What follows belongs to an exercise in optimizing a design on an open flow for small area; a production flow would make more cautious choices.
In this exercise RTL edits were held to simulation tests only and were not proved equivalent to the original.
The flow treats the clock pin as an ideal source, which a real chip does not have.
Power and IR drop assume default switching activity.

// MPU_accel_controller
module MPU_accel_controller(
    input clk,
    input reset,
    output reg [15:0] accel_x,
    output reg [15:0] accel_y,
    output reg [15:0] accel_z,
    output SPI_SS_a,
    output SPI_CK_a,
    output SPI_DO_a,
    input SPI_DI_a,
    output reg arm_read_enable_a
    );
For scale: about 240 cells after synthesis, roughly 3100 um2 of cells after synthesis.
Settings: LEC_CHECK=0, CAP_MARGIN=20, CORE_MARGIN=2, CORE_UTILIZATION=40, SLEW_MARGIN=20; clock period 5.0 ns.
standard.sh (not shown) runs the stock make flow with config.mk's settings and CLKGATE_MAP_FILE= SYNTH_SCRIPT=/design/flow/synth_recipe.tcl, a recipe that flattens the netlist after the stock synthesis.
==> flow/flow/run.sh <==
#!/bin/bash
# The standard layout (standard.sh) with three changes:
#  1. after the standard synthesis, the combinational logic between the registers is
#     re-mapped by ABC for area (registers, their names and cell types are untouched);
#  2. port buffers are made from the smallest buffer cell;
#  3. the clock tree is built by flow/cts_hook.tcl instead of TritonCTS.
set -euo pipefail
WORK=$(pwd)
LIB=$FLOW_HOME/platforms/$FLOW_PLATFORM/lib/sky130_fd_sc_hd__tt_025C_1v80.lib
YOSYS=$FLOW_HOME/../tools/install/yosys/bin/yosys
[[ -x $YOSYS ]] || YOSYS=yosys
R=$WORK/orfs/results/$FLOW_PLATFORM/MPU_accel_controller/base

export BUFFER_PORTS_ARGS="-buffer_cell sky130_fd_sc_hd__buf_1"
export PRE_CTS_TCL=$WORK/flow/cts_hook.tcl
export CTS_ARGS="-clk_nets clk -dont_use_dummy_load"

# 1. standard synthesis
bash standard.sh synth > synth_make.log 2>&1
cp $R/1_2_yosys.v $WORK/standard_synth.v

# 2. re-map the combinational logic
grep -o 'sky130_fd_sc_hd__[a-z0-9_]*' standard_synth.v | sort -u > used_cells.txt
python3 flow/mkmodels.py $LIB used_cells.txt > cell_models.v
cat > resynth.ys <<EOF
read_liberty -lib $LIB
read_verilog -overwrite cell_models.v
read_verilog standard_synth.v
hierarchy -top $FLOW_TOP
flatten
read_liberty -lib -overwrite $LIB
techmap
opt -purge
abc -script flow/abc_area.scr -liberty $LIB -dont_use *probe* -dont_use *lpflow* -dont_use *bleeder*
opt_clean -purge
hilomap -singleton -hicell sky130_fd_sc_hd__conb_1 HI -locell sky130_fd_sc_hd__conb_1 LO
insbuf -buf sky130_fd_sc_hd__buf_4 A X
check -assert -mapped
stat -liberty $LIB
write_verilog -nohex -nodec resynth.v
EOF
$YOSYS -l resynth.log -q resynth.ys > resynth_stdout.log 2>&1
cp resynth.v $R/1_2_yosys.v

# 3. the rest of the standard layout, from the re-mapped netlist
bash standard.sh > standard_flow.log 2>&1
==> flow/flow/abc_area.scr <==
strash
dc2
dch
amap
topo
dnsize
==> flow/flow/cts_hook.tcl <==
# Runs before ORFS's CTS step (PRE_CTS_TCL): builds the clock tree by hand, a root
# inverter and one inverter per group of flip-flops, placed at the group's centre.
# ORFS's clock_tree_synthesis then gets -clk_nets clk, which now has one sink, so it
# adds nothing; repair_clock_inverters is made a no-op so it keeps this tree as it is.
source [file join [file dirname [info script]] my_cts.tcl]
my_cts 3 1 sky130_fd_sc_hd__inv_6 sky130_fd_sc_hd__inv_12
global_connect
proc repair_clock_inverters { args } { }
Other scripts of this flow, unchanged in this note and not shown: flow/flow/mkmodels.py, flow/flow/my_cts.tcl
Change:
==> flow/flow/abc_area.scr (replaced) <==
strash
dc2
resub -K 8
dc2
dch
amap
topo
dnsize
Utilization is about the same; worst hold slack is about the same; cell count decreases by 0.49%; routed wire length decreases by about 0.56%; sequential cell count does not change; power stays flat; synthesized area decreases by 0.52%; synthesized cell count decreases by about 0.4%.
Change:
--- a/flow/flow/run.sh
+++ b/flow/flow/run.sh
@@ -14,0 +15 @@
+export FLOW_DIR_OWN=$WORK/flow
==> flow/flow/abc_area.scr (replaced) <==
strash
dc2
dch
amap
topo
dnsize
--- a/flow/flow/cts_hook.tcl
+++ b/flow/flow/cts_hook.tcl
@@ -5,2 +5,2 @@
-source [file join [file dirname [info script]] my_cts.tcl]
-my_cts 3 1 sky130_fd_sc_hd__inv_6 sky130_fd_sc_hd__inv_12
+source $::env(FLOW_DIR_OWN)/my_cts.tcl
+my_cts 2 2 sky130_fd_sc_hd__inv_6 sky130_fd_sc_hd__inv_12
Die area is higher by 0.50%. Wire length is higher by 1.9%. Synthesized area is higher by 0.52%. Global-route usage is higher by 0.25 points. Clock skew is higher by 0.0042 ns. Design area is higher by 1.2%. Final cell count is higher by 0.74%. First-iteration DRC count is higher by 6.9%. Via count is higher by 1.8%. Flip-flop and latch count is unchanged. Utilization is higher by 0.30 points.
Change:
--- a/flow/flow/cts_hook.tcl
+++ b/flow/flow/cts_hook.tcl
@@ -6 +6 @@
-my_cts 2 2 sky130_fd_sc_hd__inv_6 sky130_fd_sc_hd__inv_12
+my_cts 3 1 sky130_fd_sc_hd__inv_6 sky130_fd_sc_hd__inv_12
The changed run went through all stages and came out clean. Design area shrinks by 0.45%. First-iteration DRC count goes up by 26%. Total power falls by 3.0%. Clock power goes down by 12%. Via count stays flat. Clock skew hardly moves.
Change:
--- a/flow/flow/run.sh
+++ b/flow/flow/run.sh
@@ -15 +14,0 @@
-export FLOW_DIR_OWN=$WORK/flow
--- a/flow/flow/cts_hook.tcl
+++ b/flow/flow/cts_hook.tcl
@@ -5 +5 @@
-source $::env(FLOW_DIR_OWN)/my_cts.tcl
+source [file join [file dirname [info script]] my_cts.tcl]
- CAP_MARGIN: 20 -> 0
- SLEW_MARGIN: 20 -> 0
What happened: Sequential power is about the same. Register-to-register slack is about the same. Flip-flop and latch count is unchanged. Hold slack does not change. Setup slack is unchanged. Clock skew does not change.


job 1476:
Another version of the RTL of MPU_accel_controller (not shown whole).
Size in the first run: about 55 I/O pins.
export LEC_CHECK = 0
export CAP_MARGIN = 20
export CORE_MARGIN = 2
export CORE_UTILIZATION = 40
export GPL_TIMING_DRIVEN = 0
export SLEW_MARGIN = 20
create_clock -name core_clock -period 5.0 [get_ports {clk}]
==> flow/flow/run.sh <==
#!/bin/bash
# The standard layout (standard.sh) with three changes:
#  1. after the standard synthesis, the combinational logic between the registers is
#     re-mapped by ABC for area (registers, their names and cell types are untouched);
#  2. port buffers are made from the smallest buffer cell;
#  3. the clock tree is built by flow/cts_hook.tcl instead of TritonCTS.
set -euo pipefail
WORK=$(pwd)
LIB=$FLOW_HOME/platforms/$FLOW_PLATFORM/lib/sky130_fd_sc_hd__tt_025C_1v80.lib
YOSYS=$FLOW_HOME/../tools/install/yosys/bin/yosys
[[ -x $YOSYS ]] || YOSYS=yosys
R=$WORK/orfs/results/$FLOW_PLATFORM/MPU_accel_controller/base

export BUFFER_PORTS_ARGS="-buffer_cell sky130_fd_sc_hd__buf_1"
export PRE_CTS_TCL=$WORK/flow/cts_hook.tcl
export CTS_ARGS="-clk_nets clk -dont_use_dummy_load"

# 1. standard synthesis
bash standard.sh synth > synth_make.log 2>&1
cp $R/1_2_yosys.v $WORK/standard_synth.v

# 2. re-map the combinational logic
grep -o 'sky130_fd_sc_hd__[a-z0-9_]*' standard_synth.v | sort -u > used_cells.txt
python3 flow/mkmodels.py $LIB used_cells.txt > cell_models.v
cat > resynth.ys <<EOF
read_liberty -lib $LIB
read_verilog -overwrite cell_models.v
read_verilog standard_synth.v
hierarchy -top $FLOW_TOP
flatten
read_liberty -lib -overwrite $LIB
techmap
opt -purge
abc -script flow/abc_area.scr -liberty $LIB -dont_use *probe* -dont_use *lpflow* -dont_use *bleeder*
opt_clean -purge
hilomap -singleton -hicell sky130_fd_sc_hd__conb_1 HI -locell sky130_fd_sc_hd__conb_1 LO
insbuf -buf sky130_fd_sc_hd__buf_4 A X
check -assert -mapped
stat -liberty $LIB
write_verilog -nohex -nodec resynth.v
EOF
$YOSYS -l resynth.log -q resynth.ys > resynth_stdout.log 2>&1
cp resynth.v $R/1_2_yosys.v

# 3. the rest of the standard layout, from the re-mapped netlist
bash standard.sh > standard_flow.log 2>&1
==> flow/flow/abc_area.scr <==
strash
&get -n
&deepsyn -T 90
&put
dch
amap
topo
dnsize
==> flow/flow/cts_hook.tcl <==
# Runs before ORFS's CTS step (PRE_CTS_TCL): builds the clock tree by hand, a root
# inverter and one inverter per group of flip-flops, placed at the group's centre.
# ORFS's clock_tree_synthesis then gets -clk_nets clk, which now has one sink, so it
# adds nothing; repair_clock_inverters is made a no-op so it keeps this tree as it is.
source [file join [file dirname [info script]] my_cts.tcl]
my_cts 2 2 sky130_fd_sc_hd__inv_4 sky130_fd_sc_hd__inv_8
global_connect
proc repair_clock_inverters { args } { }
Other scripts of this flow, unchanged in this note and not shown: flow/flow/mkmodels.py, flow/flow/my_cts.tcl
Here is what was changed in the inputs of job 828 compared with job 1476.
Settings: GPL_TIMING_DRIVEN removed (was 0); CORE_UTILIZATION changed from 40 to 80.
Job 828 against job 1476: pre-CTS setup slack has decreased, synthesized cell count +2, instance area after placement fell by about 3.5%, final weighted congestion in routability-driven placement dropped 4.4%.
Row width of the chip: job 828 lower / job 1476 higher
Going from job 1476 to job 828, count of pins on the block boundary level; vertical die dimension moved down; mean instance size in the synthesized netlist moved down.
What ended job 828 was a tool error in clock tree synthesis (4_1_cts); the run never finished.
What job 1476 reported for number of core rows has to be multiplied by 0.71 to get the figure for job 828.
| placed wire-length estimate | job 828 vs job 1476 | worse |
Changes in job 5547 relative to job 828:
Settings: a change of CORE_UTILIZATION from 80 to 65.
## What came out
Job 5547 went all the way through synthesis, placement and routing and the layout is clean on timing, DRC and antenna.
Going from job 828 to job 5547, half-perimeter wire length of the detailed placement result went down, number of rows in the core area has increased, cell area after synthesis closely matched the old numbers.
The final reports for job 5547 and job 828 show worst setup slack before clock tree synthesis higher in the former.
Job 5547 vs. job 828: height of the chip went up 10%; number of placed cells counting well taps increased 5.
> inputs changed (job 5547 -> job 2140)
Settings: CORE_UTILIZATION changed from 65 to 40.
==> flow/flow/abc_area.scr <==
strash
dc2
resub -K 8
dc2
dch
amap
topo
dnsize
diff --git a/flow/flow/cts_hook.tcl b/flow/flow/cts_hook.tcl
--- a/flow/flow/cts_hook.tcl
+++ b/flow/flow/cts_hook.tcl
@@ -6 +6 @@
-my_cts 2 2 sky130_fd_sc_hd__inv_4 sky130_fd_sc_hd__inv_8
+my_cts 3 1 sky130_fd_sc_hd__inv_6 sky130_fd_sc_hd__inv_12
### Flow results
- | global-route wire length before repair | job 2140 vs job 5547 | about 14% higher |
- Diff job 5547 -> job 2140 | last weighted congestion value of the routability-driven placer | decrease of 1.5%
- Job 2140: power after layout 0.91% above job 5547
Edits applied to the flow inputs when going from job 2140 to job 6381:
==> flow/flow/abc_area.scr <==
strash
&get -n
&deepsyn -T 90
&put
dch
amap
topo
dnsize
diff --git a/flow/flow/cts_hook.tcl b/flow/flow/cts_hook.tcl
--- a/flow/flow/cts_hook.tcl
+++ b/flow/flow/cts_hook.tcl
@@ -6 +6 @@
-my_cts 3 1 sky130_fd_sc_hd__inv_6 sky130_fd_sc_hd__inv_12
+my_cts 2 2 sky130_fd_sc_hd__inv_4 sky130_fd_sc_hd__inv_8
==> comparison <==
Job 6381 vs job 2140, areal power density over the cells went up by about 0.7%.
Detailed route wirelength on metal2 for job 6381 is higher than for job 2140.
NOTE net count of the mapped netlist job 2140->job 6381 decreased by a few percent
Of job 6381 and job 2140, the higher leakage power of the design belongs to job 6381.
Measured against each other, job 6381 and job 2140 differ in part of the total power dissipated in combinational logic, the lower figure coming from job 2140.
Summary of the comparison: count of filler cells inserted in the layout is lower in job 6381, relative to job 2140.
Changes in job 2578 relative to job 6381:
diff --git a/flow/flow/cts_hook.tcl b/flow/flow/cts_hook.tcl
--- a/flow/flow/cts_hook.tcl
+++ b/flow/flow/cts_hook.tcl
@@ -6 +6 @@
-my_cts 2 2 sky130_fd_sc_hd__inv_4 sky130_fd_sc_hd__inv_8
+my_cts 3 1 sky130_fd_sc_hd__inv_6 sky130_fd_sc_hd__inv_12
==> comparison <==
- Detailed-route vias per instance went up slightly going from job 6381 to job 2578.
- Compared with job 6381, job 2578 shows number of signal-net inverters in the final layout that has gone down by a few percent.
- Compared with job 6381, job 2578 shows layout net count that has gone down slightly.
- When job 2578 is measured against job 6381, its power share of the sequential group turns out 0.6 points lower.

==> static timing again, ports no longer ideal <==
How much do the figures lean on ideal ports? The routed layouts below were timed once more, with nothing changed but the port constraints. Step 1: set_driving_cell puts a clkbuf_16 on clk and a buf_2 on each other input, an assumption about the parent block. Step 2 moves the port delays by t, midway between the first and last clock arrival at a register: inputs arrive t later, outputs are due t later. That takes back most of the time a late clock gives input paths. Three values: no drivers, after step 1, after step 2; two values: the first two.
run	shift t [ns]	slack for setup (ns)	worst setup path after step 2	clock arrival spread, ns	pins driven straight from the clock port
the first run of note 1	0.210	1.557 / 1.557 / 1.557	register to register	0.010 / 0.011	1
the second run of note 1	0.212	1.842 / 1.842 / 1.842	register to register	0.008 / 0.008	1
the third run of note 1	0.229	1.529 / 1.529 / 1.529	register to register	0.012 / 0.012	1
the fourth run of note 1	0.210	1.557 / 1.557 / 1.557	register to register	0.010 / 0.011	1
the fifth run of note 1	0.210	1.557 / 1.557 / 1.557	register to register	0.010 / 0.011	1
job 1476	0.253	1.646 / 1.646 / 1.573	input to register	0.017 / 0.017	1
job 5547	0.242	1.844 / 1.810 / 2.032	register to register	0.012 / 0.012	1
job 2140	0.213	1.792 / 1.751 / 1.962	register to register	0.011 / 0.012	1
job 6381	0.248	1.723 / 1.687 / 1.935	register to output	0.015 / 0.016	1
job 2578	0.219	1.762 / 1.718 / 1.937	register to output	0.018 / 0.018	1
After both steps setup and hold are still met in every run listed. The setup slack of job 1476, which loses most, moves by 0.000 ns with the drivers and by -0.073 ns with both steps.
